Source: an optimization exercise on an open RTL-to-GDS flow (aim: small area). Production flows keep margins and buffers that such runs may drop.
Function was checked by simulation only, so behaviour that the tests miss may differ from the original.
Power is estimated from default activity; no workload was simulated.

==> flow/design.v (outline; a module is shown in full before it is edited, if it fits) <==
// module manyakproject: 10141 lines
module manyakproject(clock_50, rst, clock_25, start, high_button, low_button, red_out, blue_out, green_out, hsync, vsync, nsync);
  // ...
==> flow/run.sh <==
#!/bin/bash
# synth_recipe.tcl (not shown) runs the flow's synth.tcl, then flattens the netlist and writes it again
# the make line also repeats each setting of config.mk as NAME=value (left out here)
make -C /OpenROAD-flow-scripts/flow DESIGN_CONFIG=/design/flow/config.mk WORK_HOME=/design/flow/orfs CLKGATE_MAP_FILE= SYNTH_SCRIPT=/design/flow/synth_recipe.tcl finish
==> flow/config.mk <==
export PLATFORM = sky130hd
export DESIGN_NAME = manyakproject
export DESIGN_NICKNAME = manyakproject
export VERILOG_FILES = /design/flow/design.v
export SDC_FILE = /design/flow/constraint.sdc
export NUM_CORES = 8
export LEC_CHECK = 0
export ABC_AREA = 1
export CAP_MARGIN = 20
export CORE_MARGIN = 2
export CORE_UTILIZATION = 40
export CTS_BUF_LIST = sky130_fd_sc_hd__clkbuf_4
export SLEW_MARGIN = 20
export SYNTH_MEMORY_MAX_BITS = 131072
==> flow/constraint.sdc <==
create_clock -name core_clock -period 25.0 [get_ports {clock_50}]
set_input_delay 5.0000 -clock core_clock [delete_from_list [all_inputs] [get_ports {clock_50}]]
set_output_delay 5.0000 -clock core_clock [all_outputs]
set_load 0.01 [all_outputs]
==> flow_summary_export.csv, run 1 <==
group,metric,value,unit
status,status,"complete, no violations",
power_and_ir_drop,clk-power,499,uW
yosys,synth_xor_xnor_area_share,0.01158,
place,dp_cells,5120,
layout,n_all_inverters,737,
power_and_ir_drop,p_per_area,77.97,nW/um^2
yosys,synth_area_leaders,"dfxtp_1 18%, nand2_1 12%, inv_1 9.5%, nor2_1 8.0%, o21ai_0 7.1%",
yosys,synth.avg_cell_area,6.311,sq um
drt,routed.top_layer,"met5",
floorplan,boundaryPins,33,
layout,buffer_area_frac,0.01755,
power_and_ir_drop,p_sw,1.174,mW
critical_path,cp_slowest_cell,"buf_4",
timing,max_slew_margin,0.2431,
critical_path,crit_path_start,"rst",
timing,finalHoldViolations,0,
yosys,ys_seq_area_frac,0.2518,
drt,vias,30371,
layout,register_area,6857,sq um
place,dp.final_hpwl,82.11,mm
min_path,worstHoldStart,"u_input.fe_high.past_signal$_SDFF_PP1_",
power_and_ir_drop,netSwitchingFraction,0.5126,
job,maxCapViolations,0,
clocking,cts.sinks,312,
drt,wl_met1,47.19,mm
critical_path,slowest_delay,0.65,ns
floorplan,core,67280,sq um
global_route,gr-usage-met3,0.06373,
yosys,synth_compound_area_frac,0.2181,
layout,sh_seq_area,0.2334,
layout,final_common_cell,"nand2_1",
power_and_ir_drop,leakage,13.67,nW
layout,fill_cells,7280,
drt,viasPerCell,5.743,
drt,drt_iter0_drc,3993,
floorplan,initial_core_util,0.4047,
power_and_ir_drop,power,2.290,mW
floorplan,nWellTaps,873,
min_path,worstHoldEndpoint,"u_input.edge_high$_SDFF_PP0_",
drt,routed-wl-met3,11.32,mm
==> run 2: changes to the inputs <==
--- a/flow/config.mk
+++ b/flow/config.mk
@@ -9,6 +9,5 @@
 export CAP_MARGIN = 20
 export CORE_MARGIN = 2
 export CORE_UTILIZATION = 40
-export CTS_BUF_LIST = sky130_fd_sc_hd__clkbuf_4
 export SLEW_MARGIN = 20
 export SYNTH_MEMORY_MAX_BITS = 131072
==> run 2 against run 1 <==
Compared with the run above: still clean on timing, DRC and antenna; setup slack worse by 0.31 ns; global-route usage fell by 0.18 points; non-clock buffer count is the same; wire length shrank 0.70%; critical path depth rose by 5; synthesized cell count unchanged; synthesized area unchanged; clock-buffer cell count decreased by 79; combinational power about the same; sequential cell count unchanged; largest cell class unchanged; largest power group unchanged; highest routed layer unchanged.
==> flow_summary_export.csv, run 2 <==
group,metric,value,unit
status,status,"complete, no violations",
floorplan,die_area,70170,sq um
yosys,synth-main-ff-cell,"dfxtp_1",
place,dp_cells,5120,
yosys,synth_top_cell_area_share,0.1846,
layout,fill_cells,7201,
global_route,globalRouteOverflowTotal,0,
power_and_ir_drop,combPwrFrac,0.522,
yosys,synth_top_area_cell,"dfxtp_1",
power_and_ir_drop,internal_power,1.212,mW
global_route,grt_first_pass_wirelength,163.9,mm
yosys,synth_cell_types,85,
global_route,grt_max_degree,63,
critical_path,critPathRequiredTime,25.43,ns
drt,vias,30164,
place,numPortBuffers,31,
timing,tns,0,ns
job,maxCapViolations,0,
clocking,hold_buffers,0,
drt,drc,0,
yosys,syn_area,27230,sq um
timing,drv_slew,0,
place,dp.final_hpwl,82.11,mm
critical_path,reg2reg_to,"u_display.digit[2]$_DFF_P_",
critical_path,cp_slowest_cell,"fa_1",
global_route,antenna_found_initial,2,
drt,wl_per_cell,20.43,microns
layout,largest_reg_flops,13,
clocking,cts-buffers-inserted,39,
clocking,worstSkewPairLatency,0.56,ns
clocking,tritoncts,"done",
timing,timing.final.ws_setup,8.208,ns
floorplan,row_count,95,
power_and_ir_drop,irDropWorstVdd,0.04350,mV
yosys,ys_warn_count,1,
layout,final_nets,4435,
timing,clock-skew-final,0.02240,ns
critical_path,crit_arrival,17.23,ns
clocking,post-cts-setup-buffers,0,
power_and_ir_drop,p_per_area,80.66,nW/um^2
critical_path,critPathMaxFanout,59,
power_and_ir_drop,power,2.380,mW
floorplan,core,67280,sq um
drt,viasPerCell,5.811,
timing,fin_crit,16.79,ns
critical_path,endpoint_kind,"flop",
timing,finalHoldViolations,0,
drt,wl,106.0,mm
floorplan,boundaryPins,33,
critical_path,critPathKind,"primary input to flop",
clocking,root_buffer,"clkbuf_16",
layout,final_common_cell,"nand2_1",
timing,rsz0062_at_grt,"false",
min_path,worstHoldEndpoint,"u_input.edge_high$_SDFF_PP0_",
layout,most-common-layout-cells,"860 x nand2_1, 688 x inv_1, 582 x nor2_1",
yosys,synth_most_common_cell,"nand2_1",
yosys,synth.avg_cell_area,6.311,sq um
min_path,worstHoldStart,"u_input.fe_high.past_signal$_SDFF_PP1_",
timing,fmax,59.55,MHz
timing,setup_violations,0,
min_path,whs_path_depth,2,
clocking,cts.clk_slew.worst_paths,0.06,ns
yosys,synthArstFlopShare,0,
global_route,grt_usage,0.2948,
timing,worst_slew_pin_slew,1.053,ns
layout,stdcell_area,29510,sq um
clocking,cts-htree-levels,2,
power_and_ir_drop,p_sw,1.168,mW
yosys,ys_top_cells_by_count,"860 x nand2_1, 688 x inv_1, 582 x nor2_1, 385 x o21ai_0, 251 x dfxtp_1",
yosys,ys_seq_area_frac,0.2518,
critical_path,slowest_delay,0.54,ns
floorplan,initial_core_util,0.4047,
power_and_ir_drop,pwr-share-seq,0.234,
drt,drt_iter0_drc,3992,
critical_path,cp_common_cell,"nand2_1",
layout,drive_gt1_frac,0.06347,
timing,period_share,0.6717,
yosys,synth-edff-count,61,
floorplan,die_height,264.9,microns
yosys,synth_cells,4314,
power_and_ir_drop,leakage,13.61,nW
critical_path,reg2reg_from,"u_display.V[2]$_DFF_P_",
drt,first_pass_iters,9,
layout,stdcell_count,5191,
timing,max_slew_margin,0.2916,
clocking,cts_buffer_depth,3,
min_path,hold_path.class,"flop to flop",
yosys,synth_area_leaders,"dfxtp_1 18%, nand2_1 12%, inv_1 9.5%, nor2_1 8.0%, o21ai_0 7.1%",
critical_path,r2r_cells,86,
power_and_ir_drop,netSwitchingFraction,0.4908,
global_route,grt_pass1_vias,27540,
yosys,synthesis.nets,4461,
place,gp_congestion,1.060,
critical_path,r2r_setup_slack,11.62,ns
layout,syn_to_final_growth,8.368,%
power_and_ir_drop,clkPwrFrac,0.245,
place,placed_area,28190,sq um
clocking,cts_resized,0,
drt,ant_nets,0,
yosys,synth.ff_latch_count,312,
critical_path,worstSetupStartpointType,"primary input",
floorplan,die_width,264.9,microns
clocking,cts.sinks,312,
place,dpl_worst_slack,7.693,ns
layout,regMostFlops,"u_input.pcnt",
[run 2: cell count changes in the layout (fill, tap and decap cells not counted), moves of 4 or more]
cell	delta
clkbuf_1	+10
clkinv_1	-19
clkbuf_16	+43
clkbuf_4	-136
clkbuf_8	+4
[run 2: how the worst max path moves through the flow]
stage          startpoint                         end  slack, ns  depth (start not counted)
4_1_cts               rst  u_display.digit[2]$_DFF_P_       8.26                         79
6_report              rst  u_display.digit[2]$_DFF_P_       8.21                         81
3_5_place_dp          rst  u_display.digit[2]$_DFF_P_       7.69                         79
5_1_grt               rst  u_display.digit[2]$_DFF_P_       7.00                         76
3_3_place_gp          rst  u_display.digit[2]$_DFF_P_       7.93                         78
2_1_floorplan         rst  u_display.digit[2]$_DFF_P_       9.03                         85
[run 2: final cells by class]
class	count	area [sq um]	area share
multi-input cells	3139	16950	0.5745
flip-flops and latches	312	6857	0.2324
inverters	737	2771	0.09393
clock buffers	57	1169	0.03961
well taps	873	1092	0.03702
repair buffers	59	515.5	0.01747
clock inverters	13	147.6	0.005004
diodes	1	2.502	0.00008481
[run 2: worst max-delay path, delay by kind of cell]
kind,cells,cell delay [ns]
and+or+nand+nor,47,4.73
AOI/OAI and AO/OA,5,0.64
buffers and inverters,13,2.11
adders and majority gates,16,4.59
[run 2: through the flow]
stage	utilization	hold WS, ns
after floorplan	-	0.3924
after CTS	0.4385	0.4093
final	0.4386	0.4078
after detailed placement	0.4190	0.4024
after global routing	0.4385	0.4221
after global placement	0.4190	0.3998
[run 2: power by group through the flow]
stage                     Combinational (mW)  Clock, mW  Sequential [mW]
after global routing                    1.32      0.612            0.558
after floorplan                        0.781          0            0.550
after detailed placement                1.17          0            0.566
after CTS                               1.17      0.593            0.555
final                                   1.24      0.582            0.556
after global placement                  1.22          0            0.565
[run 2: per-layer routing]
layer | routed length [microns] | global-route usage | up-vias
li1 | - | - | 14302
met1 | 47460 | 0.4253 | 13845
met2 | 43940 | 0.4426 | 1708
met3 | 11030 | 0.05444 | 307
met4 | 3597 | 0.09085 | 2
met5 | 13 | 0 | -
[run 2: logic make-up after synthesis]
kind of cell	share of synthesized area
DFF	0.2518
and+or+nand+nor	0.3188
adders and majority gates	0.07353
other	0.0001377
AOI/OAI and AO/OA	0.2181
muxes	0.0003676
buffers and inverters	0.1257
xor gates and xnor gates	0.01158

## port drivers added, routing unchanged
How much do the figures lean on ideal ports? The routed layouts below were timed once more, with nothing changed but the port constraints.
Step 1, drivers: a clkbuf_16 drives clock_50 and a buf_2 each remaining input, both assumed.
Step 2 also shifts input and output timing later by t, the mid clock arrival at the registers, as if the neighbouring blocks saw the same clock.
Slacks: ideal ports / drivers / drivers and shift; pairs: ideal ports / drivers.
run | t, ns | setup WS [ns] | hold slack, ns | latest minus earliest clock arrival (ns)
run 1 | 0.901 | 8.513 / 8.548 / 7.647 | 0.376 / 0.376 / 0.376 | 0.106 / 0.106
run 2 | 0.617 | 8.208 / 8.252 / 7.635 | 0.408 / 0.408 / 0.408 | 0.023 / 0.023
After both steps setup and hold are still met in every run listed. For run 1, which loses most, drivers alone change the setup slack by +0.035 ns; drivers and shift together by -0.866 ns.
